Background: an optimization exercise with open tools, aiming at small area and a short achievable clock period. Do not read the settings as production practice. Function was checked by simulation only, so behaviour that the tests miss may differ from the original.

$ cat design/flow/config.mk
export PLATFORM = sky130hd
export DESIGN_NAME = divider
export DESIGN_NICKNAME = divider
export VERILOG_FILES = /design/flow/design.v
export SDC_FILE = /design/flow/constraint.sdc
export NUM_CORES = 4
export LEC_CHECK = 0
export CAP_MARGIN = 20
export CORE_MARGIN = 2
export CORE_UTILIZATION = 40
export SLEW_MARGIN = 20
$ cat design/flow/constraint.sdc
create_clock -name core_clock -period 18.0 [get_ports {clk}]
set_input_delay 3.6000 -clock core_clock [delete_from_list [all_inputs] [get_ports {clk}]]
set_output_delay 3.6000 -clock core_clock [all_outputs]
set_load 0.01 [all_outputs]
$ cat design/flow/design.v
module fa (input logic a, b, c, output logic s, co);
  assign s = a ^ b ^ c;
  assign co = (a & b) | (a & c) | (b & c);
endmodule
module ha (input logic a, b, output logic s, co);
  assign s = a ^ b;
  assign co = a & b;
endmodule
module multiplier (input logic [15:0] x, y, output logic [15:0] p);
  logic b1_1;
  logic b2_2;
  logic bn_3;
  logic xn4;
  logic xn5;
  logic xn6;
  logic xn7;
  logic xn8;
  logic xn9;
  logic xn10;
  logic xn11;
  logic xn12;
  logic xn13;
  logic xn14;
  logic xn15;
  logic xn16;
  logic xn17;
  logic xn18;
  logic xn19;
  logic xn20;
  logic pp21;
  logic pp22;
  logic pp23;
  logic pp24;
  logic pp25;
  logic pp26;
  logic pp27;
  logic pp28;
  logic pp29;
  logic pp30;
  logic pp31;
  logic pp32;
  logic pp33;
  logic pp34;
  logic pp35;
  logic pp36;
  logic pp37;
  logic pp38;
  logic b1_39;
  logic b2_40;
  logic bn_41;
  logic xn42;
  logic xn43;
  logic xn44;
  logic xn45;
  logic xn46;
  logic xn47;
  logic xn48;
  logic xn49;
  logic xn50;
  logic xn51;
  logic xn52;
  logic xn53;
  logic xn54;
  logic xn55;
  logic xn56;
  logic xn57;
  logic xn58;
  logic pp59;
  logic pp60;
  logic pp61;
  logic pp62;
  logic pp63;
  logic pp64;
  logic pp65;
  logic pp66;
  logic pp67;
  logic pp68;
  logic pp69;
  logic pp70;
  logic pp71;
  logic pp72;
  logic pp73;
  logic pp74;
  logic pp75;
  logic pp76;
  logic b1_77;
  logic b2_78;
  logic bn_79;
  logic xn80;
  logic xn81;
  logic xn82;
  logic xn83;
  logic xn84;
  logic xn85;
  logic xn86;
  logic xn87;
  logic xn88;
  logic xn89;
  logic xn90;
  logic xn91;
  logic xn92;
  logic xn93;
  logic xn94;
  logic xn95;
  logic xn96;
  logic pp97;
  logic pp98;
  logic pp99;
  logic pp100;
  logic pp101;
  logic pp102;
  logic pp103;
  logic pp104;
  logic pp105;
  logic pp106;
  logic pp107;
  logic pp108;
  logic pp109;
  logic pp110;
  logic pp111;
  logic pp112;
  logic pp113;
  logic pp114;
  logic b1_115;
  logic b2_116;
  logic bn_117;
  logic xn118;
  logic xn119;
  logic xn120;
  logic xn121;
  logic xn122;
  logic xn123;
  logic xn124;
  logic xn125;
  logic xn126;
  logic xn127;
  logic xn128;
  logic xn129;
  logic xn130;
  logic xn131;
  logic xn132;
  logic xn133;
  logic xn134;
  logic pp135;
  logic pp136;
  logic pp137;
  logic pp138;
  logic pp139;
  logic pp140;
  logic pp141;
  logic pp142;
  logic pp143;
  logic pp144;
  logic pp145;
  logic pp146;
  logic pp147;
  logic pp148;
  logic pp149;
  logic pp150;
  logic pp151;
  logic pp152;
  logic b1_153;
  logic b2_154;
  logic bn_155;
  logic xn156;
  logic xn157;
  logic xn158;
  logic xn159;
  logic xn160;
  logic xn161;
  logic xn162;
  logic xn163;
  logic xn164;
  logic xn165;
  logic xn166;
  logic xn167;
  logic xn168;
  logic xn169;
  logic xn170;
  logic xn171;
  logic xn172;
  logic pp173;
  logic pp174;
  logic pp175;
  logic pp176;
  logic pp177;
  logic pp178;
  logic pp179;
  logic pp180;
  logic pp181;
  logic pp182;
  logic pp183;
  logic pp184;
  logic pp185;
  logic pp186;
  logic pp187;
  logic pp188;
  logic pp189;
  logic pp190;
  logic b1_191;
  logic b2_192;
  logic bn_193;
  logic xn194;
  logic xn195;
  logic xn196;
  logic xn197;
  logic xn198;
  logic xn199;
  logic xn200;
  logic xn201;
  logic xn202;
  logic xn203;
  logic xn204;
  logic xn205;
  logic xn206;
  logic xn207;
  logic xn208;
  logic xn209;
  logic xn210;
  logic pp211;
  logic pp212;
  logic pp213;
  logic pp214;
  logic pp215;
  logic pp216;
  logic pp217;
  logic pp218;
  logic pp219;
  logic pp220;
  logic pp221;
  logic pp222;
  logic pp223;
  logic pp224;
  logic pp225;
  logic pp226;
  logic pp227;
  logic pp228;
  logic b1_229;
  logic b2_230;
  logic bn_231;
  logic xn232;
  logic xn233;
  logic xn234;
  logic xn235;
  logic xn236;
  logic xn237;
  logic xn238;
  logic xn239;
  logic xn240;
  logic xn241;
  logic xn242;
  logic xn243;
  logic xn244;
  logic xn245;
  logic xn246;
  logic xn247;
  logic xn248;
  logic pp249;
  logic pp250;
  logic pp251;
  logic pp252;
  logic pp253;
  logic pp254;
  logic pp255;
  logic pp256;
  logic pp257;
  logic pp258;
  logic pp259;
  logic pp260;
  logic pp261;
  logic pp262;
  logic pp263;
  logic pp264;
  logic pp265;
  logic pp266;
  logic b1_267;
  logic b2_268;
  logic bn_269;
  logic xn270;
  logic xn271;
  logic xn272;
  logic xn273;
  logic xn274;
  logic xn275;
  logic xn276;
  logic xn277;
  logic xn278;
  logic xn279;
  logic xn280;
  logic xn281;
  logic xn282;
  logic xn283;
  logic xn284;
  logic xn285;
  logic xn286;
  logic pp287;
  logic pp288;
  logic pp289;
  logic pp290;
  logic pp291;
  logic pp292;
  logic pp293;
  logic pp294;
  logic pp295;
  logic pp296;
  logic pp297;
  logic pp298;
  logic pp299;
  logic pp300;
  logic pp301;
  logic pp302;
  logic pp303;
  logic pp304;
  logic pp305;
  logic pp306;
  logic pp307;
  logic pp308;
  logic pp309;
  logic pp310;
  logic pp311;
  logic pp312;
  logic pp313;
  logic pp314;
  logic pp315;
  logic pp316;
  logic pp317;
  logic pp318;
  logic pp319;
  logic pp320;
  logic s321;
  logic c322;
  logic s323;
  logic c324;
  logic s325;
  logic c326;
  logic s327;
  logic c328;
  logic s329;
  logic c330;
  logic s331;
  logic c332;
  logic s333;
  logic c334;
  logic s335;
  logic c336;
  logic s337;
  logic c338;
  logic s339;
  logic c340;
  logic s341;
  logic c342;
  logic s343;
  logic c344;
  logic s345;
  logic c346;
  logic s347;
  logic c348;
  logic s349;
  logic c350;
  logic s351;
  logic c352;
  logic s353;
  logic c354;
  logic s355;
  logic c356;
  logic s357;
  logic c358;
  logic s359;
  logic c360;
  logic s361;
  logic c362;
  logic s363;
  logic c364;
  logic s365;
  logic c366;
  logic s367;
  logic c368;
  logic s369;
  logic c370;
  logic s371;
  logic c372;
  logic s373;
  logic c374;
  logic s375;
  logic c376;
  logic s377;
  logic c378;
  logic s379;
  logic c380;
  logic s381;
  logic c382;
  logic s383;
  logic c384;
  logic s385;
  logic c386;
  logic s387;
  logic c388;
  logic s389;
  logic c390;
  logic s391;
  logic c392;
  logic s393;
  logic c394;
  logic s395;
  logic c396;
  logic s397;
  logic c398;
  logic s399;
  logic c400;
  logic s401;
  logic c402;
  logic s403;
  logic c404;
  logic s405;
  logic c406;
  logic s407;
  logic c408;
  logic s409;
  logic c410;
  logic s411;
  logic c412;
  logic s413;
  logic c414;
  logic s415;
  logic c416;
  logic s417;
  logic c418;
  logic s419;
  logic c420;
  logic s421;
  logic c422;
  logic s423;
  logic c424;
  logic s425;
  logic c426;
  logic s427;
  logic c428;
  logic s429;
  logic c430;
  logic s431;
  logic c432;
  logic s433;
  logic c434;
  logic s435;
  logic c436;
  logic s437;
  logic c438;
  logic s439;
  logic c440;
  logic s441;
  logic c442;
  logic s443;
  logic c444;
  logic s445;
  logic c446;
  logic s447;
  logic c448;
  logic s449;
  logic c450;
  logic s451;
  logic c452;
  logic s453;
  logic c454;
  logic s455;
  logic c456;
  logic s457;
  logic c458;
  logic s459;
  logic c460;
  logic s461;
  logic c462;
  logic s463;
  logic c464;
  logic s465;
  logic c466;
  logic s467;
  logic c468;
  logic s469;
  logic c470;
  logic s471;
  logic c472;
  logic s473;
  logic c474;
  logic s475;
  logic c476;
  logic s477;
  logic c478;
  logic s479;
  logic c480;
  logic s481;
  logic c482;
  logic s483;
  logic c484;
  logic s485;
  logic c486;
  logic s487;
  logic c488;
  logic s489;
  logic c490;
  logic s491;
  logic c492;
  logic s493;
  logic c494;
  logic s495;
  logic c496;
  logic s497;
  logic c498;
  logic s499;
  logic c500;
  logic s501;
  logic c502;
  logic s503;
  logic c504;
  logic s505;
  logic c506;
  logic s507;
  logic c508;
  logic s509;
  logic c510;
  logic s511;
  logic c512;
  logic s513;
  logic c514;
  logic s515;
  logic c516;
  logic s517;
  logic c518;
  logic s519;
  logic c520;
  logic s521;
  logic c522;
  logic s523;
  logic c524;
  logic s525;
  logic c526;
  logic s527;
  logic c528;
  logic s529;
  logic c530;
  logic s531;
  logic c532;
  logic s533;
  logic c534;
  logic s535;
  logic c536;
  logic s537;
  logic c538;
  logic s539;
  logic c540;
  logic s541;
  logic c542;
  logic s543;
  logic c544;
  logic s545;
  logic c546;
  logic s547;
  logic c548;
  logic s549;
  logic c550;
  logic s551;
  logic c552;
  logic s553;
  logic c554;
  logic s555;
  logic c556;
  logic s557;
  logic c558;
  logic s559;
  logic c560;
  logic s561;
  logic c562;
  logic s563;
  logic c564;
  logic s565;
  logic c566;
  logic s567;
  logic c568;
  logic s569;
  logic c570;
  logic s571;
  logic c572;
  logic s573;
  logic c574;
  logic s575;
  logic c576;
  logic s577;
  logic c578;
  logic s579;
  logic c580;
  logic s581;
  logic c582;
  logic s583;
  logic c584;
  assign b1_1 = y[0] ^ 1'b0;
  assign b2_2 = (y[1] & ~y[0] & ~1'b0) | (~y[1] & y[0] & 1'b0);
  assign bn_3 = y[1] & ~(y[0] & 1'b0);
  assign xn4 = x[0] ^ bn_3;
  assign xn5 = x[1] ^ bn_3;
  assign xn6 = x[2] ^ bn_3;
  assign xn7 = x[3] ^ bn_3;
  assign xn8 = x[4] ^ bn_3;
  assign xn9 = x[5] ^ bn_3;
  assign xn10 = x[6] ^ bn_3;
  assign xn11 = x[7] ^ bn_3;
  assign xn12 = x[8] ^ bn_3;
  assign xn13 = x[9] ^ bn_3;
  assign xn14 = x[10] ^ bn_3;
  assign xn15 = x[11] ^ bn_3;
  assign xn16 = x[12] ^ bn_3;
  assign xn17 = x[13] ^ bn_3;
  assign xn18 = x[14] ^ bn_3;
  assign xn19 = x[15] ^ bn_3;
  assign xn20 = 1'b0 ^ bn_3;
  assign pp21 = (b1_1 & xn4) | (b2_2 & bn_3);
  assign pp22 = (b1_1 & xn5) | (b2_2 & xn4);
  assign pp23 = (b1_1 & xn6) | (b2_2 & xn5);
  assign pp24 = (b1_1 & xn7) | (b2_2 & xn6);
  assign pp25 = (b1_1 & xn8) | (b2_2 & xn7);
  assign pp26 = (b1_1 & xn9) | (b2_2 & xn8);
  assign pp27 = (b1_1 & xn10) | (b2_2 & xn9);
  assign pp28 = (b1_1 & xn11) | (b2_2 & xn10);
  assign pp29 = (b1_1 & xn12) | (b2_2 & xn11);
  assign pp30 = (b1_1 & xn13) | (b2_2 & xn12);
  assign pp31 = (b1_1 & xn14) | (b2_2 & xn13);
  assign pp32 = (b1_1 & xn15) | (b2_2 & xn14);
  assign pp33 = (b1_1 & xn16) | (b2_2 & xn15);
  assign pp34 = (b1_1 & xn17) | (b2_2 & xn16);
  assign pp35 = (b1_1 & xn18) | (b2_2 & xn17);
  assign pp36 = (b1_1 & xn19) | (b2_2 & xn18);
  assign pp37 = (b1_1 & xn20) | (b2_2 & xn19);
  assign pp38 = ~bn_3;
  assign b1_39 = y[2] ^ y[1];
  assign b2_40 = (y[3] & ~y[2] & ~y[1]) | (~y[3] & y[2] & y[1]);
  assign bn_41 = y[3] & ~(y[2] & y[1]);
  assign xn42 = x[0] ^ bn_41;
  assign xn43 = x[1] ^ bn_41;
  assign xn44 = x[2] ^ bn_41;
  assign xn45 = x[3] ^ bn_41;
  assign xn46 = x[4] ^ bn_41;
  assign xn47 = x[5] ^ bn_41;
  assign xn48 = x[6] ^ bn_41;
  assign xn49 = x[7] ^ bn_41;
  assign xn50 = x[8] ^ bn_41;
  assign xn51 = x[9] ^ bn_41;
  assign xn52 = x[10] ^ bn_41;
  assign xn53 = x[11] ^ bn_41;
  assign xn54 = x[12] ^ bn_41;
  assign xn55 = x[13] ^ bn_41;
  assign xn56 = x[14] ^ bn_41;
  assign xn57 = x[15] ^ bn_41;
  assign xn58 = 1'b0 ^ bn_41;
  assign pp59 = (b1_39 & xn42) | (b2_40 & bn_41);
  assign pp60 = (b1_39 & xn43) | (b2_40 & xn42);
  assign pp61 = (b1_39 & xn44) | (b2_40 & xn43);
  assign pp62 = (b1_39 & xn45) | (b2_40 & xn44);
  assign pp63 = (b1_39 & xn46) | (b2_40 & xn45);
  assign pp64 = (b1_39 & xn47) | (b2_40 & xn46);
  assign pp65 = (b1_39 & xn48) | (b2_40 & xn47);
  assign pp66 = (b1_39 & xn49) | (b2_40 & xn48);
  assign pp67 = (b1_39 & xn50) | (b2_40 & xn49);
  assign pp68 = (b1_39 & xn51) | (b2_40 & xn50);
  assign pp69 = (b1_39 & xn52) | (b2_40 & xn51);
  assign pp70 = (b1_39 & xn53) | (b2_40 & xn52);
  assign pp71 = (b1_39 & xn54) | (b2_40 & xn53);
  assign pp72 = (b1_39 & xn55) | (b2_40 & xn54);
  assign pp73 = (b1_39 & xn56) | (b2_40 & xn55);
  assign pp74 = (b1_39 & xn57) | (b2_40 & xn56);
  assign pp75 = (b1_39 & xn58) | (b2_40 & xn57);
  assign pp76 = ~bn_41;
  assign b1_77 = y[4] ^ y[3];
  assign b2_78 = (y[5] & ~y[4] & ~y[3]) | (~y[5] & y[4] & y[3]);
  assign bn_79 = y[5] & ~(y[4] & y[3]);
  assign xn80 = x[0] ^ bn_79;
  assign xn81 = x[1] ^ bn_79;
  assign xn82 = x[2] ^ bn_79;
  assign xn83 = x[3] ^ bn_79;
  assign xn84 = x[4] ^ bn_79;
  assign xn85 = x[5] ^ bn_79;
  assign xn86 = x[6] ^ bn_79;
  assign xn87 = x[7] ^ bn_79;
  assign xn88 = x[8] ^ bn_79;
  assign xn89 = x[9] ^ bn_79;
  assign xn90 = x[10] ^ bn_79;
  assign xn91 = x[11] ^ bn_79;
  assign xn92 = x[12] ^ bn_79;
  assign xn93 = x[13] ^ bn_79;
  assign xn94 = x[14] ^ bn_79;
  assign xn95 = x[15] ^ bn_79;
  assign xn96 = 1'b0 ^ bn_79;
  assign pp97 = (b1_77 & xn80) | (b2_78 & bn_79);
  assign pp98 = (b1_77 & xn81) | (b2_78 & xn80);
  assign pp99 = (b1_77 & xn82) | (b2_78 & xn81);
  assign pp100 = (b1_77 & xn83) | (b2_78 & xn82);
  assign pp101 = (b1_77 & xn84) | (b2_78 & xn83);
  assign pp102 = (b1_77 & xn85) | (b2_78 & xn84);
  assign pp103 = (b1_77 & xn86) | (b2_78 & xn85);
  assign pp104 = (b1_77 & xn87) | (b2_78 & xn86);
  assign pp105 = (b1_77 & xn88) | (b2_78 & xn87);
  assign pp106 = (b1_77 & xn89) | (b2_78 & xn88);
  assign pp107 = (b1_77 & xn90) | (b2_78 & xn89);
  assign pp108 = (b1_77 & xn91) | (b2_78 & xn90);
  assign pp109 = (b1_77 & xn92) | (b2_78 & xn91);
  assign pp110 = (b1_77 & xn93) | (b2_78 & xn92);
  assign pp111 = (b1_77 & xn94) | (b2_78 & xn93);
  assign pp112 = (b1_77 & xn95) | (b2_78 & xn94);
  assign pp113 = (b1_77 & xn96) | (b2_78 & xn95);
  assign pp114 = ~bn_79;
  assign b1_115 = y[6] ^ y[5];
  assign b2_116 = (y[7] & ~y[6] & ~y[5]) | (~y[7] & y[6] & y[5]);
  assign bn_117 = y[7] & ~(y[6] & y[5]);
  assign xn118 = x[0] ^ bn_117;
  assign xn119 = x[1] ^ bn_117;
  assign xn120 = x[2] ^ bn_117;
  assign xn121 = x[3] ^ bn_117;
  assign xn122 = x[4] ^ bn_117;
  assign xn123 = x[5] ^ bn_117;
  assign xn124 = x[6] ^ bn_117;
  assign xn125 = x[7] ^ bn_117;
  assign xn126 = x[8] ^ bn_117;
  assign xn127 = x[9] ^ bn_117;
  assign xn128 = x[10] ^ bn_117;
  assign xn129 = x[11] ^ bn_117;
  assign xn130 = x[12] ^ bn_117;
  assign xn131 = x[13] ^ bn_117;
  assign xn132 = x[14] ^ bn_117;
  assign xn133 = x[15] ^ bn_117;
  assign xn134 = 1'b0 ^ bn_117;
  assign pp135 = (b1_115 & xn118) | (b2_116 & bn_117);
  assign pp136 = (b1_115 & xn119) | (b2_116 & xn118);
  assign pp137 = (b1_115 & xn120) | (b2_116 & xn119);
  assign pp138 = (b1_115 & xn121) | (b2_116 & xn120);
  assign pp139 = (b1_115 & xn122) | (b2_116 & xn121);
  assign pp140 = (b1_115 & xn123) | (b2_116 & xn122);
  assign pp141 = (b1_115 & xn124) | (b2_116 & xn123);
  assign pp142 = (b1_115 & xn125) | (b2_116 & xn124);
  assign pp143 = (b1_115 & xn126) | (b2_116 & xn125);
  assign pp144 = (b1_115 & xn127) | (b2_116 & xn126);
  assign pp145 = (b1_115 & xn128) | (b2_116 & xn127);
  assign pp146 = (b1_115 & xn129) | (b2_116 & xn128);
  assign pp147 = (b1_115 & xn130) | (b2_116 & xn129);
  assign pp148 = (b1_115 & xn131) | (b2_116 & xn130);
  assign pp149 = (b1_115 & xn132) | (b2_116 & xn131);
  assign pp150 = (b1_115 & xn133) | (b2_116 & xn132);
  assign pp151 = (b1_115 & xn134) | (b2_116 & xn133);
  assign pp152 = ~bn_117;
  assign b1_153 = y[8] ^ y[7];
  assign b2_154 = (y[9] & ~y[8] & ~y[7]) | (~y[9] & y[8] & y[7]);
  assign bn_155 = y[9] & ~(y[8] & y[7]);
  assign xn156 = x[0] ^ bn_155;
  assign xn157 = x[1] ^ bn_155;
  assign xn158 = x[2] ^ bn_155;
  assign xn159 = x[3] ^ bn_155;
  assign xn160 = x[4] ^ bn_155;
  assign xn161 = x[5] ^ bn_155;
  assign xn162 = x[6] ^ bn_155;
  assign xn163 = x[7] ^ bn_155;
  assign xn164 = x[8] ^ bn_155;
  assign xn165 = x[9] ^ bn_155;
  assign xn166 = x[10] ^ bn_155;
  assign xn167 = x[11] ^ bn_155;
  assign xn168 = x[12] ^ bn_155;
  assign xn169 = x[13] ^ bn_155;
  assign xn170 = x[14] ^ bn_155;
  assign xn171 = x[15] ^ bn_155;
  assign xn172 = 1'b0 ^ bn_155;
  assign pp173 = (b1_153 & xn156) | (b2_154 & bn_155);
  assign pp174 = (b1_153 & xn157) | (b2_154 & xn156);
  assign pp175 = (b1_153 & xn158) | (b2_154 & xn157);
  assign pp176 = (b1_153 & xn159) | (b2_154 & xn158);
  assign pp177 = (b1_153 & xn160) | (b2_154 & xn159);
  assign pp178 = (b1_153 & xn161) | (b2_154 & xn160);
  assign pp179 = (b1_153 & xn162) | (b2_154 & xn161);
  assign pp180 = (b1_153 & xn163) | (b2_154 & xn162);
  assign pp181 = (b1_153 & xn164) | (b2_154 & xn163);
  assign pp182 = (b1_153 & xn165) | (b2_154 & xn164);
  assign pp183 = (b1_153 & xn166) | (b2_154 & xn165);
  assign pp184 = (b1_153 & xn167) | (b2_154 & xn166);
  assign pp185 = (b1_153 & xn168) | (b2_154 & xn167);
  assign pp186 = (b1_153 & xn169) | (b2_154 & xn168);
  assign pp187 = (b1_153 & xn170) | (b2_154 & xn169);
  assign pp188 = (b1_153 & xn171) | (b2_154 & xn170);
  assign pp189 = (b1_153 & xn172) | (b2_154 & xn171);
  assign pp190 = ~bn_155;
  assign b1_191 = y[10] ^ y[9];
  assign b2_192 = (y[11] & ~y[10] & ~y[9]) | (~y[11] & y[10] & y[9]);
  assign bn_193 = y[11] & ~(y[10] & y[9]);
  assign xn194 = x[0] ^ bn_193;
  assign xn195 = x[1] ^ bn_193;
  assign xn196 = x[2] ^ bn_193;
  assign xn197 = x[3] ^ bn_193;
  assign xn198 = x[4] ^ bn_193;
  assign xn199 = x[5] ^ bn_193;
  assign xn200 = x[6] ^ bn_193;
  assign xn201 = x[7] ^ bn_193;
  assign xn202 = x[8] ^ bn_193;
  assign xn203 = x[9] ^ bn_193;
  assign xn204 = x[10] ^ bn_193;
  assign xn205 = x[11] ^ bn_193;
  assign xn206 = x[12] ^ bn_193;
  assign xn207 = x[13] ^ bn_193;
  assign xn208 = x[14] ^ bn_193;
  assign xn209 = x[15] ^ bn_193;
  assign xn210 = 1'b0 ^ bn_193;
  assign pp211 = (b1_191 & xn194) | (b2_192 & bn_193);
  assign pp212 = (b1_191 & xn195) | (b2_192 & xn194);
  assign pp213 = (b1_191 & xn196) | (b2_192 & xn195);
  assign pp214 = (b1_191 & xn197) | (b2_192 & xn196);
  assign pp215 = (b1_191 & xn198) | (b2_192 & xn197);
  assign pp216 = (b1_191 & xn199) | (b2_192 & xn198);
  assign pp217 = (b1_191 & xn200) | (b2_192 & xn199);
  assign pp218 = (b1_191 & xn201) | (b2_192 & xn200);
  assign pp219 = (b1_191 & xn202) | (b2_192 & xn201);
  assign pp220 = (b1_191 & xn203) | (b2_192 & xn202);
  assign pp221 = (b1_191 & xn204) | (b2_192 & xn203);
  assign pp222 = (b1_191 & xn205) | (b2_192 & xn204);
  assign pp223 = (b1_191 & xn206) | (b2_192 & xn205);
  assign pp224 = (b1_191 & xn207) | (b2_192 & xn206);
  assign pp225 = (b1_191 & xn208) | (b2_192 & xn207);
  assign pp226 = (b1_191 & xn209) | (b2_192 & xn208);
  assign pp227 = (b1_191 & xn210) | (b2_192 & xn209);
  assign pp228 = ~bn_193;
  assign b1_229 = y[12] ^ y[11];
  assign b2_230 = (y[13] & ~y[12] & ~y[11]) | (~y[13] & y[12] & y[11]);
  assign bn_231 = y[13] & ~(y[12] & y[11]);
  assign xn232 = x[0] ^ bn_231;
  assign xn233 = x[1] ^ bn_231;
  assign xn234 = x[2] ^ bn_231;
  assign xn235 = x[3] ^ bn_231;
  assign xn236 = x[4] ^ bn_231;
  assign xn237 = x[5] ^ bn_231;
  assign xn238 = x[6] ^ bn_231;
  assign xn239 = x[7] ^ bn_231;
  assign xn240 = x[8] ^ bn_231;
  assign xn241 = x[9] ^ bn_231;
  assign xn242 = x[10] ^ bn_231;
  assign xn243 = x[11] ^ bn_231;
  assign xn244 = x[12] ^ bn_231;
  assign xn245 = x[13] ^ bn_231;
  assign xn246 = x[14] ^ bn_231;
  assign xn247 = x[15] ^ bn_231;
  assign xn248 = 1'b0 ^ bn_231;
  assign pp249 = (b1_229 & xn232) | (b2_230 & bn_231);
  assign pp250 = (b1_229 & xn233) | (b2_230 & xn232);
  assign pp251 = (b1_229 & xn234) | (b2_230 & xn233);
  assign pp252 = (b1_229 & xn235) | (b2_230 & xn234);
  assign pp253 = (b1_229 & xn236) | (b2_230 & xn235);
  assign pp254 = (b1_229 & xn237) | (b2_230 & xn236);
  assign pp255 = (b1_229 & xn238) | (b2_230 & xn237);
  assign pp256 = (b1_229 & xn239) | (b2_230 & xn238);
  assign pp257 = (b1_229 & xn240) | (b2_230 & xn239);
  assign pp258 = (b1_229 & xn241) | (b2_230 & xn240);
  assign pp259 = (b1_229 & xn242) | (b2_230 & xn241);
  assign pp260 = (b1_229 & xn243) | (b2_230 & xn242);
  assign pp261 = (b1_229 & xn244) | (b2_230 & xn243);
  assign pp262 = (b1_229 & xn245) | (b2_230 & xn244);
  assign pp263 = (b1_229 & xn246) | (b2_230 & xn245);
  assign pp264 = (b1_229 & xn247) | (b2_230 & xn246);
  assign pp265 = (b1_229 & xn248) | (b2_230 & xn247);
  assign pp266 = ~bn_231;
  assign b1_267 = y[14] ^ y[13];
  assign b2_268 = (y[15] & ~y[14] & ~y[13]) | (~y[15] & y[14] & y[13]);
  assign bn_269 = y[15] & ~(y[14] & y[13]);
  assign xn270 = x[0] ^ bn_269;
  assign xn271 = x[1] ^ bn_269;
  assign xn272 = x[2] ^ bn_269;
  assign xn273 = x[3] ^ bn_269;
  assign xn274 = x[4] ^ bn_269;
  assign xn275 = x[5] ^ bn_269;
  assign xn276 = x[6] ^ bn_269;
  assign xn277 = x[7] ^ bn_269;
  assign xn278 = x[8] ^ bn_269;
  assign xn279 = x[9] ^ bn_269;
  assign xn280 = x[10] ^ bn_269;
  assign xn281 = x[11] ^ bn_269;
  assign xn282 = x[12] ^ bn_269;
  assign xn283 = x[13] ^ bn_269;
  assign xn284 = x[14] ^ bn_269;
  assign xn285 = x[15] ^ bn_269;
  assign xn286 = 1'b0 ^ bn_269;
  assign pp287 = (b1_267 & xn270) | (b2_268 & bn_269);
  assign pp288 = (b1_267 & xn271) | (b2_268 & xn270);
  assign pp289 = (b1_267 & xn272) | (b2_268 & xn271);
  assign pp290 = (b1_267 & xn273) | (b2_268 & xn272);
  assign pp291 = (b1_267 & xn274) | (b2_268 & xn273);
  assign pp292 = (b1_267 & xn275) | (b2_268 & xn274);
  assign pp293 = (b1_267 & xn276) | (b2_268 & xn275);
  assign pp294 = (b1_267 & xn277) | (b2_268 & xn276);
  assign pp295 = (b1_267 & xn278) | (b2_268 & xn277);
  assign pp296 = (b1_267 & xn279) | (b2_268 & xn278);
  assign pp297 = (b1_267 & xn280) | (b2_268 & xn279);
  assign pp298 = (b1_267 & xn281) | (b2_268 & xn280);
  assign pp299 = (b1_267 & xn282) | (b2_268 & xn281);
  assign pp300 = (b1_267 & xn283) | (b2_268 & xn282);
  assign pp301 = (b1_267 & xn284) | (b2_268 & xn283);
  assign pp302 = (b1_267 & xn285) | (b2_268 & xn284);
  assign pp303 = (b1_267 & xn286) | (b2_268 & xn285);
  assign pp304 = ~bn_269;
  assign pp305 = x[0] & y[15];
  assign pp306 = x[1] & y[15];
  assign pp307 = x[2] & y[15];
  assign pp308 = x[3] & y[15];
  assign pp309 = x[4] & y[15];
  assign pp310 = x[5] & y[15];
  assign pp311 = x[6] & y[15];
  assign pp312 = x[7] & y[15];
  assign pp313 = x[8] & y[15];
  assign pp314 = x[9] & y[15];
  assign pp315 = x[10] & y[15];
  assign pp316 = x[11] & y[15];
  assign pp317 = x[12] & y[15];
  assign pp318 = x[13] & y[15];
  assign pp319 = x[14] & y[15];
  assign pp320 = x[15] & y[15];
  ha us321 (.a(bn_193), .b(pp103), .s(s321), .co(c322));
  ha us323 (.a(pp104), .b(pp140), .s(s323), .co(c324));
  fa us325 (.a(bn_231), .b(pp105), .c(pp141), .s(s325), .co(c326));
  ha us327 (.a(pp177), .b(pp213), .s(s327), .co(c328));
  fa us329 (.a(pp106), .b(pp142), .c(pp178), .s(s329), .co(c330));
  ha us331 (.a(pp214), .b(pp250), .s(s331), .co(c332));
  fa us333 (.a(bn_269), .b(pp107), .c(pp143), .s(s333), .co(c334));
  fa us335 (.a(pp179), .b(pp215), .c(pp251), .s(s335), .co(c336));
  ha us337 (.a(pp287), .b(pp35), .s(s337), .co(c338));
  fa us339 (.a(pp108), .b(pp144), .c(pp180), .s(s339), .co(c340));
  fa us341 (.a(pp216), .b(pp252), .c(pp288), .s(s341), .co(c342));
  ha us343 (.a(pp36), .b(pp72), .s(s343), .co(c344));
  fa us345 (.a(pp305), .b(pp109), .c(pp145), .s(s345), .co(c346));
  fa us347 (.a(pp181), .b(pp217), .c(pp253), .s(s347), .co(c348));
  fa us349 (.a(pp289), .b(pp37), .c(pp73), .s(s349), .co(c350));
  fa us351 (.a(pp306), .b(bn_3), .c(pp110), .s(s351), .co(c352));
  fa us353 (.a(pp146), .b(pp182), .c(pp218), .s(s353), .co(c354));
  fa us355 (.a(pp254), .b(pp290), .c(pp74), .s(s355), .co(c356));
  fa us357 (.a(pp307), .b(bn_3), .c(pp111), .s(s357), .co(c358));
  fa us359 (.a(pp147), .b(pp183), .c(pp219), .s(s359), .co(c360));
  fa us361 (.a(pp255), .b(pp291), .c(pp75), .s(s361), .co(c362));
  fa us363 (.a(pp308), .b(pp38), .c(pp76), .s(s363), .co(c364));
  fa us365 (.a(pp112), .b(pp148), .c(pp184), .s(s365), .co(c366));
  fa us367 (.a(pp220), .b(pp256), .c(pp292), .s(s367), .co(c368));
  assign s369 = ~(pp309 ^ pp113);
  assign c370 = pp309 | pp113;
  fa us371 (.a(pp149), .b(pp185), .c(pp221), .s(s371), .co(c372));
  ha us373 (.a(pp257), .b(pp293), .s(s373), .co(c374));
  fa us375 (.a(pp310), .b(pp114), .c(pp150), .s(s375), .co(c376));
  fa us377 (.a(pp186), .b(pp222), .c(pp258), .s(s377), .co(c378));
  assign s379 = ~(pp311 ^ pp151);
  assign c380 = pp311 | pp151;
  ha us381 (.a(pp187), .b(pp223), .s(s381), .co(c382));
  fa us383 (.a(pp312), .b(pp152), .c(pp188), .s(s383), .co(c384));
  assign s385 = ~pp313;
  assign c386 = pp313;
  ha us387 (.a(bn_117), .b(pp135), .s(s387), .co(c388));
  ha us389 (.a(pp100), .b(pp136), .s(s389), .co(c390));
  fa us391 (.a(bn_155), .b(pp101), .c(pp137), .s(s391), .co(c392));
  ha us393 (.a(pp173), .b(pp29), .s(s393), .co(c394));
  fa us395 (.a(pp102), .b(pp138), .c(pp174), .s(s395), .co(c396));
  ha us397 (.a(pp30), .b(pp66), .s(s397), .co(c398));
  fa us399 (.a(pp139), .b(pp175), .c(pp211), .s(s399), .co(c400));
  fa us401 (.a(pp31), .b(pp67), .c(s321), .s(s401), .co(c402));
  fa us403 (.a(pp176), .b(pp212), .c(pp32), .s(s403), .co(c404));
  fa us405 (.a(pp68), .b(c322), .c(s323), .s(s405), .co(c406));
  fa us407 (.a(pp249), .b(pp33), .c(pp69), .s(s407), .co(c408));
  fa us409 (.a(c324), .b(s327), .c(s325), .s(s409), .co(c410));
  fa us411 (.a(pp34), .b(pp70), .c(c328), .s(s411), .co(c412));
  fa us413 (.a(s331), .b(c326), .c(s329), .s(s413), .co(c414));
  fa us415 (.a(pp71), .b(c332), .c(s337), .s(s415), .co(c416));
  fa us417 (.a(c330), .b(s333), .c(s335), .s(s417), .co(c418));
  fa us419 (.a(c338), .b(s343), .c(c334), .s(s419), .co(c420));
  fa us421 (.a(c336), .b(s339), .c(s341), .s(s421), .co(c422));
  fa us423 (.a(c344), .b(c340), .c(c342), .s(s423), .co(c424));
  fa us425 (.a(s345), .b(s347), .c(s349), .s(s425), .co(c426));
  fa us427 (.a(c346), .b(c348), .c(c350), .s(s427), .co(c428));
  fa us429 (.a(s351), .b(s353), .c(s355), .s(s429), .co(c430));
  fa us431 (.a(c352), .b(c354), .c(c356), .s(s431), .co(c432));
  fa us433 (.a(s357), .b(s359), .c(s361), .s(s433), .co(c434));
  fa us435 (.a(s363), .b(c358), .c(c360), .s(s435), .co(c436));
  fa us437 (.a(c362), .b(s365), .c(s367), .s(s437), .co(c438));
  fa us439 (.a(c364), .b(s373), .c(c366), .s(s439), .co(c440));
  fa us441 (.a(c368), .b(s369), .c(s371), .s(s441), .co(c442));
  fa us443 (.a(pp294), .b(c374), .c(c370), .s(s443), .co(c444));
  fa us445 (.a(c372), .b(s375), .c(s377), .s(s445), .co(c446));
  fa us447 (.a(pp259), .b(pp295), .c(s381), .s(s447), .co(c448));
  fa us449 (.a(c376), .b(c378), .c(s379), .s(s449), .co(c450));
  fa us451 (.a(pp224), .b(pp260), .c(pp296), .s(s451), .co(c452));
  fa us453 (.a(c382), .b(c380), .c(s383), .s(s453), .co(c454));
  fa us455 (.a(s385), .b(pp189), .c(pp225), .s(s455), .co(c456));
  fa us457 (.a(pp261), .b(pp297), .c(c384), .s(s457), .co(c458));
  fa us459 (.a(pp314), .b(pp190), .c(c386), .s(s459), .co(c460));
  fa us461 (.a(pp226), .b(pp262), .c(pp298), .s(s461), .co(c462));
  assign s463 = ~(pp315 ^ pp227);
  assign c464 = pp315 | pp227;
  ha us465 (.a(pp263), .b(pp299), .s(s465), .co(c466));
  fa us467 (.a(pp316), .b(pp228), .c(pp264), .s(s467), .co(c468));
  assign s469 = ~pp317;
  assign c470 = pp317;
  ha us471 (.a(bn_79), .b(pp25), .s(s471), .co(c472));
  ha us473 (.a(pp26), .b(pp62), .s(s473), .co(c474));
  fa us475 (.a(pp27), .b(pp63), .c(pp99), .s(s475), .co(c476));
  fa us477 (.a(pp28), .b(pp64), .c(c388), .s(s477), .co(c478));
  fa us479 (.a(pp65), .b(c390), .c(s393), .s(s479), .co(c480));
  fa us481 (.a(c394), .b(s397), .c(c392), .s(s481), .co(c482));
  fa us483 (.a(c398), .b(c396), .c(s399), .s(s483), .co(c484));
  fa us485 (.a(c400), .b(s403), .c(c402), .s(s485), .co(c486));
  fa us487 (.a(c404), .b(s407), .c(c406), .s(s487), .co(c488));
  fa us489 (.a(c408), .b(s411), .c(c410), .s(s489), .co(c490));
  fa us491 (.a(c412), .b(s415), .c(c414), .s(s491), .co(c492));
  fa us493 (.a(c416), .b(c418), .c(s419), .s(s493), .co(c494));
  fa us495 (.a(c420), .b(c422), .c(s423), .s(s495), .co(c496));
  fa us497 (.a(c424), .b(c426), .c(s427), .s(s497), .co(c498));
  fa us499 (.a(c428), .b(c430), .c(s431), .s(s499), .co(c500));
  fa us501 (.a(c432), .b(c434), .c(s435), .s(s501), .co(c502));
  fa us503 (.a(c436), .b(c438), .c(s439), .s(s503), .co(c504));
  fa us505 (.a(c440), .b(c442), .c(s443), .s(s505), .co(c506));
  fa us507 (.a(s447), .b(c444), .c(c446), .s(s507), .co(c508));
  fa us509 (.a(s451), .b(c448), .c(c450), .s(s509), .co(c510));
  fa us511 (.a(c452), .b(s455), .c(c454), .s(s511), .co(c512));
  fa us513 (.a(s459), .b(c456), .c(s461), .s(s513), .co(c514));
  fa us515 (.a(c460), .b(s465), .c(c462), .s(s515), .co(c516));
  fa us517 (.a(pp300), .b(c466), .c(c464), .s(s517), .co(c518));
  fa us519 (.a(s469), .b(pp265), .c(pp301), .s(s519), .co(c520));
  fa us521 (.a(pp318), .b(pp266), .c(c470), .s(s521), .co(c522));
  assign s523 = ~pp319;
  assign c524 = pp319;
  ha us525 (.a(bn_41), .b(pp23), .s(s525), .co(c526));
  ha us527 (.a(pp24), .b(pp60), .s(s527), .co(c528));
  fa us529 (.a(pp61), .b(pp97), .c(s471), .s(s529), .co(c530));
  fa us531 (.a(pp98), .b(c472), .c(s473), .s(s531), .co(c532));
  fa us533 (.a(c474), .b(s387), .c(s475), .s(s533), .co(c534));
  fa us535 (.a(s389), .b(c476), .c(s477), .s(s535), .co(c536));
  fa us537 (.a(s391), .b(c478), .c(s479), .s(s537), .co(c538));
  fa us539 (.a(s395), .b(c480), .c(s481), .s(s539), .co(c540));
  fa us541 (.a(s401), .b(c482), .c(s483), .s(s541), .co(c542));
  fa us543 (.a(s405), .b(c484), .c(s485), .s(s543), .co(c544));
  fa us545 (.a(s409), .b(c486), .c(s487), .s(s545), .co(c546));
  fa us547 (.a(s413), .b(c488), .c(s489), .s(s547), .co(c548));
  fa us549 (.a(s417), .b(c490), .c(s491), .s(s549), .co(c550));
  fa us551 (.a(s421), .b(c492), .c(s493), .s(s551), .co(c552));
  fa us553 (.a(s425), .b(c494), .c(s495), .s(s553), .co(c554));
  fa us555 (.a(s429), .b(c496), .c(s497), .s(s555), .co(c556));
  fa us557 (.a(s433), .b(c498), .c(s499), .s(s557), .co(c558));
  fa us559 (.a(s437), .b(c500), .c(s501), .s(s559), .co(c560));
  fa us561 (.a(s441), .b(c502), .c(s503), .s(s561), .co(c562));
  fa us563 (.a(s445), .b(c504), .c(s505), .s(s563), .co(c564));
  fa us565 (.a(s449), .b(c506), .c(s507), .s(s565), .co(c566));
  fa us567 (.a(s453), .b(c508), .c(s509), .s(s567), .co(c568));
  fa us569 (.a(s457), .b(c510), .c(s511), .s(s569), .co(c570));
  fa us571 (.a(c458), .b(s513), .c(c512), .s(s571), .co(c572));
  fa us573 (.a(s463), .b(c514), .c(s515), .s(s573), .co(c574));
  fa us575 (.a(s467), .b(c516), .c(s517), .s(s575), .co(c576));
  fa us577 (.a(c468), .b(s519), .c(c518), .s(s577), .co(c578));
  fa us579 (.a(pp302), .b(s521), .c(c520), .s(s579), .co(c580));
  fa us581 (.a(s523), .b(pp303), .c(c522), .s(s581), .co(c582));
  fa us583 (.a(pp320), .b(pp304), .c(c524), .s(s583), .co(c584));
  logic [31:0] ra, rb, sum;
  assign ra = {s583, s581, s579, s577, c574, s573, c570, c568, c566, c564, c562, c560, c558, c556, c554, c552, c550, c548, c546, c544, c542, c540, c538, c536, c534, c532, c530, c528, c526, pp59, pp22, bn_3};
  assign rb = {c582, c580, c578, c576, s575, c572, s571, s569, s567, s565, s563, s561, s559, s557, s555, s553, s551, s549, s547, s545, s543, s541, s539, s537, s535, s533, s531, s529, s527, s525, 1'b0, pp21};
  logic [31:0] g0, p0;
  assign g0 = ra & rb;
  assign p0 = ra ^ rb;
  logic gg1_1, pp1_1;
  assign gg1_1 = g0[1] | (p0[1] & g0[0]);
  assign pp1_1 = p0[1] & p0[0];
  logic gg1_3, pp1_3;
  assign gg1_3 = g0[3] | (p0[3] & g0[2]);
  assign pp1_3 = p0[3] & p0[2];
  logic gg1_5, pp1_5;
  assign gg1_5 = g0[5] | (p0[5] & g0[4]);
  assign pp1_5 = p0[5] & p0[4];
  logic gg1_7, pp1_7;
  assign gg1_7 = g0[7] | (p0[7] & g0[6]);
  assign pp1_7 = p0[7] & p0[6];
  logic gg1_9, pp1_9;
  assign gg1_9 = g0[9] | (p0[9] & g0[8]);
  assign pp1_9 = p0[9] & p0[8];
  logic gg1_11, pp1_11;
  assign gg1_11 = g0[11] | (p0[11] & g0[10]);
  assign pp1_11 = p0[11] & p0[10];
  logic gg1_13, pp1_13;
  assign gg1_13 = g0[13] | (p0[13] & g0[12]);
  assign pp1_13 = p0[13] & p0[12];
  logic gg1_15, pp1_15;
  assign gg1_15 = g0[15] | (p0[15] & g0[14]);
  assign pp1_15 = p0[15] & p0[14];
  logic gg1_17, pp1_17;
  assign gg1_17 = g0[17] | (p0[17] & g0[16]);
  assign pp1_17 = p0[17] & p0[16];
  logic gg1_19, pp1_19;
  assign gg1_19 = g0[19] | (p0[19] & g0[18]);
  assign pp1_19 = p0[19] & p0[18];
  logic gg1_21, pp1_21;
  assign gg1_21 = g0[21] | (p0[21] & g0[20]);
  assign pp1_21 = p0[21] & p0[20];
  logic gg1_23, pp1_23;
  assign gg1_23 = g0[23] | (p0[23] & g0[22]);
  assign pp1_23 = p0[23] & p0[22];
  logic gg1_25, pp1_25;
  assign gg1_25 = g0[25] | (p0[25] & g0[24]);
  assign pp1_25 = p0[25] & p0[24];
  logic gg1_27, pp1_27;
  assign gg1_27 = g0[27] | (p0[27] & g0[26]);
  assign pp1_27 = p0[27] & p0[26];
  logic gg1_29, pp1_29;
  assign gg1_29 = g0[29] | (p0[29] & g0[28]);
  assign pp1_29 = p0[29] & p0[28];
  logic gg1_31, pp1_31;
  assign gg1_31 = g0[31] | (p0[31] & g0[30]);
  assign pp1_31 = p0[31] & p0[30];
  logic gg2_3, pp2_3;
  assign gg2_3 = gg1_3 | (pp1_3 & gg1_1);
  assign pp2_3 = pp1_3 & pp1_1;
  logic gg2_7, pp2_7;
  assign gg2_7 = gg1_7 | (pp1_7 & gg1_5);
  assign pp2_7 = pp1_7 & pp1_5;
  logic gg2_11, pp2_11;
  assign gg2_11 = gg1_11 | (pp1_11 & gg1_9);
  assign pp2_11 = pp1_11 & pp1_9;
  logic gg2_15, pp2_15;
  assign gg2_15 = gg1_15 | (pp1_15 & gg1_13);
  assign pp2_15 = pp1_15 & pp1_13;
  logic gg2_19, pp2_19;
  assign gg2_19 = gg1_19 | (pp1_19 & gg1_17);
  assign pp2_19 = pp1_19 & pp1_17;
  logic gg2_23, pp2_23;
  assign gg2_23 = gg1_23 | (pp1_23 & gg1_21);
  assign pp2_23 = pp1_23 & pp1_21;
  logic gg2_27, pp2_27;
  assign gg2_27 = gg1_27 | (pp1_27 & gg1_25);
  assign pp2_27 = pp1_27 & pp1_25;
  logic gg2_31, pp2_31;
  assign gg2_31 = gg1_31 | (pp1_31 & gg1_29);
  assign pp2_31 = pp1_31 & pp1_29;
  logic gg3_7, pp3_7;
  assign gg3_7 = gg2_7 | (pp2_7 & gg2_3);
  assign pp3_7 = pp2_7 & pp2_3;
  logic gg3_15, pp3_15;
  assign gg3_15 = gg2_15 | (pp2_15 & gg2_11);
  assign pp3_15 = pp2_15 & pp2_11;
  logic gg3_23, pp3_23;
  assign gg3_23 = gg2_23 | (pp2_23 & gg2_19);
  assign pp3_23 = pp2_23 & pp2_19;
  logic gg3_31, pp3_31;
  assign gg3_31 = gg2_31 | (pp2_31 & gg2_27);
  assign pp3_31 = pp2_31 & pp2_27;
  logic gg4_15, pp4_15;
  assign gg4_15 = gg3_15 | (pp3_15 & gg3_7);
  assign pp4_15 = pp3_15 & pp3_7;
  logic gg4_31, pp4_31;
  assign gg4_31 = gg3_31 | (pp3_31 & gg3_23);
  assign pp4_31 = pp3_31 & pp3_23;
  logic gg5_31, pp5_31;
  assign gg5_31 = gg4_31 | (pp4_31 & gg4_15);
  assign pp5_31 = pp4_31 & pp4_15;
  logic gg7_23, pp7_23;
  assign gg7_23 = gg3_23 | (pp3_23 & gg4_15);
  assign pp7_23 = pp3_23 & pp4_15;
  logic gg8_11, pp8_11;
  assign gg8_11 = gg2_11 | (pp2_11 & gg3_7);
  assign pp8_11 = pp2_11 & pp3_7;
  logic gg8_19, pp8_19;
  assign gg8_19 = gg2_19 | (pp2_19 & gg4_15);
  assign pp8_19 = pp2_19 & pp4_15;
  logic gg8_27, pp8_27;
  assign gg8_27 = gg2_27 | (pp2_27 & gg7_23);
  assign pp8_27 = pp2_27 & pp7_23;
  logic gg9_5, pp9_5;
  assign gg9_5 = gg1_5 | (pp1_5 & gg2_3);
  assign pp9_5 = pp1_5 & pp2_3;
  logic gg9_9, pp9_9;
  assign gg9_9 = gg1_9 | (pp1_9 & gg3_7);
  assign pp9_9 = pp1_9 & pp3_7;
  logic gg9_13, pp9_13;
  assign gg9_13 = gg1_13 | (pp1_13 & gg8_11);
  assign pp9_13 = pp1_13 & pp8_11;
  logic gg9_17, pp9_17;
  assign gg9_17 = gg1_17 | (pp1_17 & gg4_15);
  assign pp9_17 = pp1_17 & pp4_15;
  logic gg9_21, pp9_21;
  assign gg9_21 = gg1_21 | (pp1_21 & gg8_19);
  assign pp9_21 = pp1_21 & pp8_19;
  logic gg9_25, pp9_25;
  assign gg9_25 = gg1_25 | (pp1_25 & gg7_23);
  assign pp9_25 = pp1_25 & pp7_23;
  logic gg9_29, pp9_29;
  assign gg9_29 = gg1_29 | (pp1_29 & gg8_27);
  assign pp9_29 = pp1_29 & pp8_27;
  logic gg10_2, pp10_2;
  assign gg10_2 = g0[2] | (p0[2] & gg1_1);
  assign pp10_2 = p0[2] & pp1_1;
  logic gg10_4, pp10_4;
  assign gg10_4 = g0[4] | (p0[4] & gg2_3);
  assign pp10_4 = p0[4] & pp2_3;
  logic gg10_6, pp10_6;
  assign gg10_6 = g0[6] | (p0[6] & gg9_5);
  assign pp10_6 = p0[6] & pp9_5;
  logic gg10_8, pp10_8;
  assign gg10_8 = g0[8] | (p0[8] & gg3_7);
  assign pp10_8 = p0[8] & pp3_7;
  logic gg10_10, pp10_10;
  assign gg10_10 = g0[10] | (p0[10] & gg9_9);
  assign pp10_10 = p0[10] & pp9_9;
  logic gg10_12, pp10_12;
  assign gg10_12 = g0[12] | (p0[12] & gg8_11);
  assign pp10_12 = p0[12] & pp8_11;
  logic gg10_14, pp10_14;
  assign gg10_14 = g0[14] | (p0[14] & gg9_13);
  assign pp10_14 = p0[14] & pp9_13;
  logic gg10_16, pp10_16;
  assign gg10_16 = g0[16] | (p0[16] & gg4_15);
  assign pp10_16 = p0[16] & pp4_15;
  logic gg10_18, pp10_18;
  assign gg10_18 = g0[18] | (p0[18] & gg9_17);
  assign pp10_18 = p0[18] & pp9_17;
  logic gg10_20, pp10_20;
  assign gg10_20 = g0[20] | (p0[20] & gg8_19);
  assign pp10_20 = p0[20] & pp8_19;
  logic gg10_22, pp10_22;
  assign gg10_22 = g0[22] | (p0[22] & gg9_21);
  assign pp10_22 = p0[22] & pp9_21;
  logic gg10_24, pp10_24;
  assign gg10_24 = g0[24] | (p0[24] & gg7_23);
  assign pp10_24 = p0[24] & pp7_23;
  logic gg10_26, pp10_26;
  assign gg10_26 = g0[26] | (p0[26] & gg9_25);
  assign pp10_26 = p0[26] & pp9_25;
  logic gg10_28, pp10_28;
  assign gg10_28 = g0[28] | (p0[28] & gg8_27);
  assign pp10_28 = p0[28] & pp8_27;
  logic gg10_30, pp10_30;
  assign gg10_30 = g0[30] | (p0[30] & gg9_29);
  assign pp10_30 = p0[30] & pp9_29;
  assign sum[0] = p0[0];
  assign sum[31:1] = p0[31:1] ^ {gg10_30, gg9_29, gg10_28, gg8_27, gg10_26, gg9_25, gg10_24, gg7_23, gg10_22, gg9_21, gg10_20, gg8_19, gg10_18, gg9_17, gg10_16, gg4_15, gg10_14, gg9_13, gg10_12, gg8_11, gg10_10, gg9_9, gg10_8, gg3_7, gg10_6, gg9_5, gg10_4, gg2_3, gg10_2, gg1_1, g0[0]};
  assign p = sum[30:15];
endmodule
module divider (input logic [15:0] N,D,IA0,IA1,IA2,IA3,
                input logic clk, reset, kSave, nSave, dSave, kNextSel,
                input logic [1:0] muxSelB,
                output logic [15:0] quotient, remainder);
  logic [15:0] n, d, k, left, right, p;
  logic s0, s1, s2, s3, sk;
  assign s0 = ~reset & kNextSel & (D[14:13] == 2'd0);
  assign s1 = ~reset & kNextSel & (D[14:13] == 2'd1);
  assign s2 = ~reset & kNextSel & (D[14:13] == 2'd2);
  assign s3 = ~reset & kNextSel & (D[14:13] == 2'd3);
  assign sk = ~reset & ~kNextSel;
  assign left = ({16{s0}} & IA0) | ({16{s1}} & IA1) | ({16{s2}} & IA2) | ({16{s3}} & IA3)
              | ({16{sk}} & k);
  always_comb
    case (muxSelB)
      2'd0: right = N;
      2'd1: right = D;
      2'd2: right = n;
      default: right = d;
    endcase
  multiplier mult(.x(left), .y(right), .p(p));
  always_ff @(posedge clk) begin
    if (nSave | reset) n <= p;
    if (dSave | reset) d <= p;
    if (kSave | reset) k <= ~(p | {16{reset}});
    if (nSave | reset) quotient <= n & {16{~reset}};
  end
  assign remainder = 16'b0;
endmodule
$ cat design/flow/flow/run.sh
#!/bin/bash
# Own layout flow: the standard flow (standard.sh) with two changes:
#  - the full-adder and half-adder modules (fa, ha) are kept as their own modules through
#    synthesis, so each becomes one sky130 fa/ha cell, and the netlist is flattened at the end
#    as the standard synthesis does;
#  - port buffers are buf_2 cells instead of the default delay-buffer cell.
set -euo pipefail
W=$PWD
export SYNTH_KEEP_MODULES="fa ha"
export BUFFER_PORTS_ARGS="-buffer_cell sky130_fd_sc_hd__buf_1"
export CORE_UTILIZATION=60
export CTS_BUF_LIST="sky130_fd_sc_hd__clkbuf_4 sky130_fd_sc_hd__clkbuf_8"
export SETUP_SLACK_MARGIN=8
export ABC_AREA=1
bash "$W/standard.sh" > "$W/standard_flow.log" 2>&1
$ cat design/flow/standard.sh
#!/bin/bash
# synth_recipe.tcl (not shown) runs the flow's synth.tcl, then flattens the netlist and writes it again
# the make line also repeats each setting of config.mk as NAME=value (left out here)
make -C /OpenROAD-flow-scripts/flow DESIGN_CONFIG=/design/flow/config.mk WORK_HOME=/design/flow/orfs CLKGATE_MAP_FILE= SYNTH_SCRIPT=/design/flow/synth_recipe.tcl "${@:-finish}"
==> results_dict.tcl, run 1 <==
set metrics [dict create \
    status "no timing/DRC/antenna violations" \
    viasPerCell 5.50 \
    ctsHoldBuffers 0 \
    finalMaxSlewViolations 0 \
    syn_avg_cell_area_um2 9.50 \
    postSynth.asyncResetShare 0 \
    synth-seq-cells 64 \
    drc 0 \
    n_antenna_cell 0 \
    yosysUniqueCellTypes 43 \
    fin_crit_ns 9.60 \
    hold_violations 0 \
    setup_violations 0 \
    yosysSeqAreaShare 0.205 \
    start_kind "input port" \
    holdCritPathClass "flop to flop" \
    firstDrtPassIters 5 \
    drive_above_1_share 0.109 \
    wirelength_um 27700 \
    drt_iter0_drc 666 \
    fin_setup_tns_ns 0 \
    cpLargestDelayFamily "adder cells" \
    gp_congestion 0.911 \
    crit_type "input port to flop" \
    worst_slew_pin_slew_ns 0.837 \
    cts_sinks 64 \
    fin_nets 1384 \
    slowest_delay_ns 0.51 \
    die_height_um 157 \
    dp_hpwl_um 22100 \
    root_buffer "clkbuf_8" \
    post_drt_wl_per_cell_um 19.3 \
    synth_edf_count 64 \
    grt_use_total 0.223 \
    synth_area_um2 9380 \
    rsz0062_at_grt "no" \
    r2r_start "n[5]$_DFFE_PP_" \
    cts_tree "yes" \
    grt_pass1_wl_um 42000 \
    post-route-period-util 0.533 \
    globalRouteOverflowTotal 0 \
    start_util 0.403 \
    std_cell_rows 56 \
    die_area_um2 24700 \
    yosys_warnings 1 \
    endpoint_kind "flop" \
    drv_cap 0 \
    clk_pin_slew_ns 0.07 \
    fin_ws_ns 8.40 \
    coreArea_um2 23300 \
    worstRegToRegCells 27 \
    clock_latency_ns 0.35 \
    port_buffers 119 \
    postSynthCellCount 988 \
    postRouteAntennaNets 0 \
    hp-start "n[13]$_DFFE_PP_" \
    crit_required_ns 18.09 \
    antenna_found_initial 1 \
    hold-path-cell-count 2 \
    cts.path.max_buffers 2 \
    path_depth 29 \
    numCtsBuffers 9 \
    area_growth_pct 12.6 \
    finClkSkew_ns 0.00740 \
    critical_path_arrival_ns 9.69 \
    io_pins 136 \
    cp_common_cell "fa_1" \
    die_width_um 157 \
    grt_max_degree 39 \
    vias 7884 \
    path_buf_inv 5 \
    clock.fmax_ghz 0.104 \
    crit_slowest_cell "fa_1" \
    preCtsSetupSlack_ns 6.80 \
    synth_ff_type "edfxtp_1" \
    slew_headroom 0.442 \
    grt_pass1_vias 7951 \
    cts-htree-levels 3 \
    cp_max_fo 16 \
    critPathLaunch "muxSelB[1]" \
]
placed cells by master (no fill, tap or decap), types with 4 or more instances in the layout:
master	n
a22o_1	4
inv_2	12
buf_4	27
a221oi_4	6
inv_1	81
nand2_2	15
nor2_1	69
clkbuf_8	9
clkinvlp_4	7
a21oi_1	16
ha_1	55
fa_1	115
buf_6	5
edfxtp_1	64
clkinv_1	4
nand3_1	20
o2111ai_1	12
o221ai_1	5
nand2_1	119
nor2_2	6
conb_1	16
nor2_4	7
o21ai_0	21
o22ai_1	128
or2_2	5
o21ai_2	4
xor2_1	127
buf_1	116
state kept, by name, indices dropped and copies added, names as in the netlist:
signal	count
d	16
k	16
quotient	16
n	16
path summary, 6_finish.rpt:
check | slack [ns] | end
max reg2reg | 11.69 | k[8]$_DFFE_PP_
min reg2reg | 0.56 | quotient[13]$_DFFE_PP_
min | 0.56 | quotient[13]$_DFFE_PP_
max | 8.40 | k[8]$_DFFE_PP_
layout make-up:
cell class	count	area (um2)
fill	2294	12700
tap	319	399
clock buffer	9	124
inverter	103	410
multi-input combinational	781	6890
timing repair buffer	151	724
clock inverter	7	96.3
sequential	64	1920
metrics by stage:
step	instance area (um2)	utilization	hold WS, ns	std cells
finish	10600	0.454	0.562	1434
global route	10600	0.454	0.579	1434
detailed placement	10000	0.431	0.541	1393
global placement	10000	0.431	0.534	1393
floorplan	9440	-	0.516	1003
CTS	10300	0.443	0.558	1412
routing by layer:
metal,track usage,up-vias,wire length [um]
li1,-,3644,-
met1,0.293,3868,11600
met3,0.0410,39,2000
met4,0.0597,0,591
met5,0,-,0
met2,0.380,333,13500
modules after synthesis (local to each module, per instance):
module / flops+latches / times used / area, um2 / cells inside
fa: 0 / 108 / 20.0 / 1
divider: 64 / 1 / 7010 / 863
ha: 0 / 17 / 12.5 / 1
cells by family (layout without fill, tap and decap cells):
logic type / count (synthesis) / count (layout) / share of synthesized area
xor+xnor: 130 / 130 / 0.121
flops: 64 / 64 / 0.205
buf+inv: 159 / 270 / 0.0763
fa+ha+maj: 170 / 170 / 0.319
compound gates: 213 / 213 / 0.158
other cells: 1 / 16 / 0.000400
simple gates: 251 / 252 / 0.121
worst register-to-register path, stage by stage (launching register included):
cell and delay, ns:
edfxtp_1 0.38, inv_1 0.09, o2111ai_1 0.15, o21ai_2 0.17, inv_1 0.17, ha_1 0.24
nor2_2 0.11, buf_6 0.23, inv_4 0.13, xor2_1 0.19, o22ai_1 0.22, fa_1 0.46
fa_1 0.39, fa_1 0.51, fa_1 0.41, ha_1 0.32, a21o_1 0.16, a21oi_1 0.16
nor2_1 0.06, nor3_1 0.21, nand2_2 0.17, inv_1 0.08, o21ai_0 0.13, nand3_1 0.10
nand2_1 0.08, fa_1 0.44, xor2_1 0.24, nor2_1 0.07
Yosys cell counts, drive strengths merged (2+ instances only):
cell       n  area [um2]
inv       96         360
a221oi    10         199
ha        55         688
xnor2      3        26.3
xor2     127        1110
a21oi     16        80.1
nor4       4        70.1
nand3     20         100
a22o       4        35.0
nor2      81         347
clkbuf    16        60.1
nor3       2        21.3
or2        5        31.3
nand2    135         537
o211ai     2        15.0
o2111ai   12         105
o22ai    129         807
nand4      3        18.8
a211oi     2        15.0
edfxtp    64        1920
clkinv     7        26.3
fa       115        2300
o221ai     5        43.8
o21ai     29         149
buf       40         269
repair_timing:
item,in CTS,in global routing
setup buffers,3,21
setup endpoints to repair,45,28
cloned,0,1
gates resized for setup,10,27
pin swaps,1,5
hold endpoints to repair,0,0
==> inputs of run 2 (changes only) <==
--- a/design/flow/flow/run.sh
+++ b/design/flow/flow/run.sh
@@ -8,8 +8,6 @@
 W=$PWD
 export SYNTH_KEEP_MODULES="fa ha"
 export BUFFER_PORTS_ARGS="-buffer_cell sky130_fd_sc_hd__buf_1"
-export CORE_UTILIZATION=60
-export CTS_BUF_LIST="sky130_fd_sc_hd__clkbuf_4 sky130_fd_sc_hd__clkbuf_8"
 export SETUP_SLACK_MARGIN=8
 export ABC_AREA=1
 bash "$W/standard.sh" > "$W/standard_flow.log" 2>&1
--- a/design/flow/config.mk
+++ b/design/flow/config.mk
@@ -7,5 +7,6 @@
 export LEC_CHECK = 0
 export CAP_MARGIN = 20
 export CORE_MARGIN = 2
-export CORE_UTILIZATION = 40
+export CORE_UTILIZATION = 60
+export CTS_BUF_LIST = sky130_fd_sc_hd__clkbuf_8
 export SLEW_MARGIN = 20
==> run 2 against run 1 <==
Compared with the run above:
- clock skew down 0.0021 ns
- setup slack lost 0.076 ns
- cell count decreased by 6.6%
- via count rose by 0.47%
- register-to-register slack got worse by 0.03 ns
- maximum frequency down 0.78%
- largest cell class unchanged
- highest routed layer unchanged
==> results_dict.tcl, run 2 <==
set metrics [dict create \
    status "no timing/DRC/antenna violations" \
    ctsHoldBuffers 0 \
    setup_violations 0 \
    finalMaxSlewViolations 0 \
    drive_above_1_share 0.120 \
    die_width_um 129 \
    gp_congestion 0.919 \
    grt_use_total 0.328 \
    rsz0062_at_grt "no" \
    ys_top_cells_by_area "fa_1 (25%), edfxtp_1 (20%), xor2_1 (12%), o22ai_1 (8.6%), ha_1 (7.3%)" \
    holdCritPathClass "flop to flop" \
    drv_cap 0 \
    cts_tree "yes" \
    area_growth_pct 12.4 \
    post-route-period-util 0.538 \
    critical_path_arrival_ns 9.75 \
    grt_max_degree 39 \
    yosys.area.top_type_share 0.245 \
    std_cell_rows 45 \
    coreArea_um2 15300 \
    grt_pass1_vias 7597 \
    yosysSeqAreaShare 0.205 \
    port_buffers 119 \
    cts.path.max_buffers 2 \
    dp_hpwl_um 21000 \
    path_buf_inv 5 \
    drc 0 \
    numCtsBuffers 9 \
    synth_area_um2 9380 \
    endpoint_kind "flop" \
    syn_avg_cell_area_um2 9.50 \
    postSynth.asyncResetShare 0 \
    root_buffer "clkbuf_8" \
    post_drt_wl_per_cell_um 20.0 \
    synth_ff_type "edfxtp_1" \
    postSynthCellCount 988 \
    cpLargestDelayFamily "adder cells" \
    cp_common_cell "fa_1" \
    yosysUniqueCellTypes 43 \
    start_kind "input port" \
    n_antenna_cell 0 \
    final_common_cell "o22ai_1" \
    die_area_um2 16700 \
    worst_slew_pin_slew_ns 0.899 \
    wirelength_um 26800 \
    final_cells 1340 \
    yosys_warnings 1 \
    crit_slowest_cell "a221oi_4" \
    io_pins 136 \
    clk_pin_slew_ns 0.07 \
    cp_max_fo 38 \
    die_height_um 129 \
    fin_setup_tns_ns 0 \
    drt_iter0_drc 596 \
    hold_ws_ns 0.549 \
    synth-seq-cells 64 \
    slew_headroom 0.401 \
    yosys.cell_count.top_type "o22ai_1" \
    finClkSkew_ns 0.00528 \
    hold_violations 0 \
    cts_sinks 64 \
    cts-htree-levels 3 \
    final.fill_count 1257 \
    synth_area_leader_cell "fa_1" \
    synth.cells.most_frequent "o22ai_1 (129), xor2_1 (127), nand2_1 (123)" \
    fin_crit_ns 9.68 \
    layout_common_cells "o22ai_1 (129), xor2_1 (127), nand2_1 (119), buf_1 (116), fa_1 (115)" \
    fin_nets 1398 \
    firstDrtPassIters 5 \
    synth_edf_count 64 \
    clock_latency_ns 0.34 \
    clock.fmax_ghz 0.103 \
    slowest_delay_ns 0.71 \
    viasPerCell 5.91 \
    antenna_found_initial 0 \
    start_util 0.615 \
    postRouteAntennaNets 0 \
    placed_cells 1284 \
    crit_type "input port to flop" \
    grt_pass1_wl_um 40800 \
    globalRouteOverflowTotal 0 \
    vias 7921 \
    crit_required_ns 18.08 \
]
-- run 2: final cells by class --
cell class / instances / area (um2) / share of cell area
multi-input cells: 781 / 6920 / 0.656
flip-flops and latches: 64 / 1920 / 0.182
repair buffers: 164 / 818 / 0.0776
inverters: 103 / 413 / 0.0391
well taps: 211 / 264 / 0.0250
clock buffers: 9 / 124 / 0.0117
clock inverters: 7 / 86.3 / 0.00818
repair inverters: 1 / 7.51 / 0.000711
-- run 2: logic make-up after synthesis --
logic type               after synthesis  share of synthesized area
AO/OA/AOI/OAI                        213                      0.158
XOR/XNOR                             130                      0.121
AND/OR/NAND/NOR                      251                      0.121
adder cells (fa/ha/maj)              170                      0.319
other                                  1                   0.000400
buffers and inverters                159                     0.0763
flip-flops                            64                      0.205
-- run 2: worst paths after layout --
check / from / to / slack [ns] / cells past startpoint
setup / recovery: reset / k[8]$_DFFE_PP_ / 8.32 / 25
hold / removal: n[7]$_DFFE_PP_ / quotient[7]$_DFFE_PP_ / 0.55 / 2
setup reg to reg: n[3]$_DFFE_PP_ / k[12]$_DFFE_PP_ / 11.66 / 27
hold reg to reg: n[7]$_DFFE_PP_ / quotient[7]$_DFFE_PP_ / 0.55 / 2
-- run 2: worst register-to-register path, stage by stage (launching register included) --
cell,delay (ns)
edfxtp_1,0.37
inv_1,0.10
o2111ai_2,0.13
o21ai_2,0.17
inv_1,0.14
ha_1,0.24
nor2_2,0.11
buf_4,0.27
inv_2,0.19
xor2_1,0.21
o22ai_1,0.27
fa_1,0.48
fa_1,0.46
fa_1,0.45
fa_1,0.47
ha_1,0.36
a21oi_1,0.19
inv_1,0.06
a31oi_1,0.12
nand2_1,0.07
inv_1,0.07
o221a_2,0.19
nand2_2,0.08
nand3_1,0.08
nand2_1,0.08
fa_1,0.44
xor2_1,0.23
nor2_1,0.07
-- run 2: layer usage --
layer	GRT usage	vias up	part of all wire
li1	-	3662	-
met1	0.449	3789	0.41
met2	0.535	404	0.47
met3	0.0570	66	0.088
met4	0.108	0	0.038
met5	0	-	0
-- run 2: per-module statistics from Yosys, one instance, submodules excluded --
module | copies in the design | area, um2 | flops+latches | cells
ha | 17 | 12.5 | 0 | 1
fa | 108 | 20.0 | 0 | 1
divider | 1 | 7010 | 64 | 863
-- run 2: per-stage QoR --
| step | cell area [um2] | utilization | setup WS (ns) |
|---|---|---|---|
| 2_1_floorplan | 9440 | - | 8.50 |
| 3_3_place_gp | 9880 | 0.648 | 7.10 |
| 3_5_place_dp | 9880 | 0.648 | 6.83 |
| 4_1_cts | 10200 | 0.667 | 8.10 |
| 5_1_grt | 10600 | 0.692 | 7.98 |
| 6_report | 10600 | 0.692 | 8.32 |
-- run 2: what timing repair did --
action,CTS,global route
gates resized for setup,13,24
gates cloned,0,2
buffers inserted,6,32
pin swaps,4,7
endpoints found under the setup margin,45,24
endpoints found under the hold margin,0,0

what the ideal ports hide:
Ports are ideal in the flow. The routed layouts listed here were re-timed in OpenROAD.
Step 1 sets driving cells, clkbuf_16 on the clock port and buf_2 on the other inputs (assumed; they add their load-dependent delay and slew).
Step 2 also shifts input and output timing later by t, the mid clock arrival at the registers, as if the neighbouring blocks saw the same clock.
a / b / c = ideal / step 1 / step 2; a / b = the first two.
| run | t (ns) | setup slack, ns | worst register clock-pin slew, ns | worst slew at a driven data input, ns |
|---|---|---|---|---|
| run 1 | 0.372 | 8.397 / 8.405 / 8.032 | 0.08 / 0.08 | 0.04 |
| run 2 | 0.374 | 8.322 / 8.332 / 7.957 | 0.07 / 0.07 | 0.05 |
After both steps every run listed still meets setup and hold.
